Context: an optimization exercise on an open-source flow, tuned for small area, a short achievable clock period and few clock cycles. The choices shown serve that exercise and are no tape-out recipe. Function was checked by simulation only, so behaviour that the tests miss may differ from the original. Power figures rest on the tool's default switching activity, not on a simulated workload.

## alpha
==> flow/design.v (excerpt) <==
module qr_mgs_core #
(
    parameter NUM_MAC    = 4,
    parameter DW         = 24,
    parameter DOT_W      = 56,
    parameter COL_W      = 8,
    parameter I_W        = 4,
    parameter M_W        = 6,
    parameter ROW_N      = 4,
    parameter ADDR_W_PHI = 12,
    parameter ADDR_W_Q   = 12,
    parameter ADDR_W_R   = 12,
    parameter FW_DATA    = 13,
    parameter FW_ISR     = 22
)
(
    input  wire                    clk,
    input  wire                    rst_n,
    input  wire                    start_core,
    input  wire [COL_W-1:0]        lambda_i,
    input  wire [I_W-1:0]          current_i,
    input  wire [M_W-1:0]          M_rows_in,
    output reg  [ADDR_W_PHI-1:0]   phi_addr,
    input  wire [(NUM_MAC*DW)-1:0] phi_data,
    output reg  [ADDR_W_R-1:0]     r_addr_a,
    output reg                     r_we_a,
    output reg  [DW-1:0]           r_din_a,
    output reg  [ADDR_W_Q-1:0]     q_addr_a,
    output reg                     q_we_a,
    output wire [(NUM_MAC*DW)-1:0] q_din_a,
    output reg  [ADDR_W_Q-1:0]     q_addr_b,
    input  wire [(NUM_MAC*DW)-1:0] q_dout_b,
    output reg  [M_W-1:0]          res_addr_a,
    output reg                     res_we_a,
    output wire [(NUM_MAC*DW)-1:0] res_din_a,
    output reg  [M_W-1:0]          res_addr_b,
    input  wire [(NUM_MAC*DW)-1:0] res_dout_b,
    output reg                     core_done
);
Size: about 14,000 cells after synthesis, roughly 1,400 flip-flops.
export LEC_CHECK = 0
export CAP_MARGIN = 20
export CELL_PAD_IN_SITES_DETAIL_PLACEMENT = 1
export CORE_MARGIN = 2
export CORE_UTILIZATION = 40
export CTS_CLUSTER_DIAMETER = 100
export CTS_CLUSTER_SIZE = 20
export PLACE_DENSITY = 0.6
export SLEW_MARGIN = 20
export SYNTH_MEMORY_MAX_BITS = 8192
create_clock -name core_clock -period 25.0 [get_ports {clk}]
standard.sh (not shown) runs the stock make flow with config.mk's settings and CLKGATE_MAP_FILE= SYNTH_SCRIPT=/design/flow/synth_recipe.tcl, a recipe that flattens the netlist after the stock synthesis.
==> flow/flow/run.sh <==
#!/bin/bash
# Standard layout with two changes: the port buffers are sky130_fd_sc_hd__buf_2 instead of the
# weakest buffer the resizer would pick, and after placement the flip-flops that drive output
# ports get the 4x drive strength of their cell. Each step's output goes to a log file of its own.
set -euo pipefail
export BUFFER_PORTS_ARGS="-buffer_cell sky130_fd_sc_hd__buf_2"
bash standard.sh synth > synth.log 2>&1
bash standard.sh place > place.log 2>&1
RESULTS=orfs/results/sky130hd/qr_mgs_core/base openroad -no_init -exit flow/upsize.tcl > upsize.log 2>&1
bash standard.sh > layout.log 2>&1
==> flow/flow/upsize.tcl <==
# Upsize the flip-flops that drive output ports (through their port buffers) to the 4x drive
# strength of the same cell, then legalize the placement again.
read_liberty $::env(FLOW_HOME)/platforms/sky130hd/lib/sky130_fd_sc_hd__tt_025C_1v80.lib
set res $::env(RESULTS)
read_db $res/3_place.odb
set block [ord::get_db_block]
set n 0
foreach bterm [$block getBTerms] {
  if {[$bterm getIoType] != "OUTPUT"} continue
  set net [$bterm getNet]
  if {$net == "NULL"} continue
  set buf ""
  foreach it [$net getITerms] { if {[$it isOutputSignal]} { set buf [$it getInst] } }
  if {$buf == ""} continue
  set in_net ""
  foreach it [$buf getITerms] { if {[$it isInputSignal] && [$it getNet] != "NULL"} { set in_net [$it getNet] } }
  if {$in_net == "" || [$in_net getSigType] != "SIGNAL"} continue
  foreach it [$in_net getITerms] {
    if {![$it isOutputSignal]} continue
    set drv [$it getInst]
    set m [[$drv getMaster] getName]
    if {[regexp {^(sky130_fd_sc_hd__(dfxtp|dfrtp))_[12]$} $m -> base]} {
      replace_cell [$drv getName] ${base}_4
      incr n
    }
  }
}
puts "upsized $n flip-flops that drive outputs"
detailed_placement
check_placement -verbose
write_db $res/3_place.odb
Testbench counts of alpha, summed over its fixed seeds: cycles 98,802.
diff inputs: alpha => beta
--- a/flow/design.v
+++ b/flow/design.v
@@ -2092,27 +2092,24 @@
     always @(posedge clk) begin
         if (s2_acc) begin
             acc_s <= nx_s;
             acc_c <= nx_c;
         end
     end
     assign accv = acc_s + acc_c;
     always @(posedge clk or negedge rst_n) begin
         if (!rst_n) begin
-            q_we_a <= 1'b0; q_addr_a <= 12'd0; res_we_a <= 1'b0; res_addr_a <= 6'd0;
-            r_we_a <= 1'b0; r_addr_a <= 12'd0; r_din_a <= 24'd0; core_done <= 1'b0;
+            q_we_a <= 1'b0; res_we_a <= 1'b0; r_we_a <= 1'b0; core_done <= 1'b0;
         end else begin
-            q_we_a     <= d_val && (d_type == P_LD0 || d_type == P_LU || d_type == P_RR);
-            q_addr_a   <= {4'd0, cur_i, d_row};
-            res_we_a   <= d_load || s2_wres;
-            res_addr_a <= {2'b00, d_load ? d_row : s2_row};
-            core_done  <= s2_done;
-            r_we_a     <= 1'b0;
-            if (d_v && d_first && d_type == P_U) begin
-                r_we_a <= 1'b1; r_addr_a <= {4'd0, jc, cur_i}; r_din_a <= accv[36:13];
-            end
-            if (isr_act && ic == 5'd16) begin
-                r_we_a <= 1'b1; r_addr_a <= {4'd0, cur_i, cur_i}; r_din_a <= yreg;
-            end
+            q_we_a    <= d_val && (d_type == P_LD0 || d_type == P_LU || d_type == P_RR);
+            res_we_a  <= d_load || s2_wres;
+            core_done <= s2_done;
+            r_we_a    <= (d_v && d_first && d_type == P_U) || (isr_act && ic == 5'd16);
         end
     end
+    always @(posedge clk) begin
+        q_addr_a   <= {4'd0, cur_i, d_row};
+        res_addr_a <= {2'b00, d_load ? d_row : s2_row};
+        r_addr_a   <= {4'd0, isr_act ? cur_i : jc, cur_i};
+        r_din_a    <= isr_act ? yreg : accv[36:13];
+    end
 endmodule
## What came out
Between alpha and beta, the power is higher for beta. [compare] base=alpha new=beta: sequential share of layout area fell 0.32 points; floorplan row count rose 0.49%; routed wire length rose 25,000 µm; clock latency at the later pin of the worst-skew pair fell 0.07 ns; area after synthesis rose 1300 µm². Higher wire length of the first global-routing pass was reported by beta, not alpha. Changes observed in beta relative to alpha: mean instance size in the synthesized netlist went down by 0.049 µm², count of placed standard cells in the final layout, fillers left out went up by 197.
Testbench counts of beta, summed over its fixed seeds: cycles 98,802.

==> re-timing with driven ports <==
Ports are ideal in the flow. The routed layouts listed here were re-timed in OpenROAD. Step 1, drivers: a clkbuf_16 drives clk and a buf_2 each remaining input, both assumed. Step 2 moves the port delays by t, midway between the first and last clock arrival at a register: inputs arrive t later, outputs are due t later. That takes back most of the time a late clock gives input paths. Slacks: no drivers / after step 1 / after step 2; pairs: no drivers / after step 1.
| run | t (ns) | setup slack, ns | worst hold slack (ns) | latest minus earliest clock arrival (ns) |
|---|---|---|---|---|
| alpha | 0.999 | 18.382 / 18.265 / 17.737 | 0.312 / 0.312 / 0.312 | 0.092 / 0.091 |
| beta | 0.895 | 18.486 / 18.442 / 17.657 | 0.307 / 0.307 / 0.307 | 0.139 / 0.140 |
After both steps setup and hold are still met in every run listed. The setup slack of beta, which loses most, moves by -0.044 ns with the drivers and by -0.829 ns with both steps.
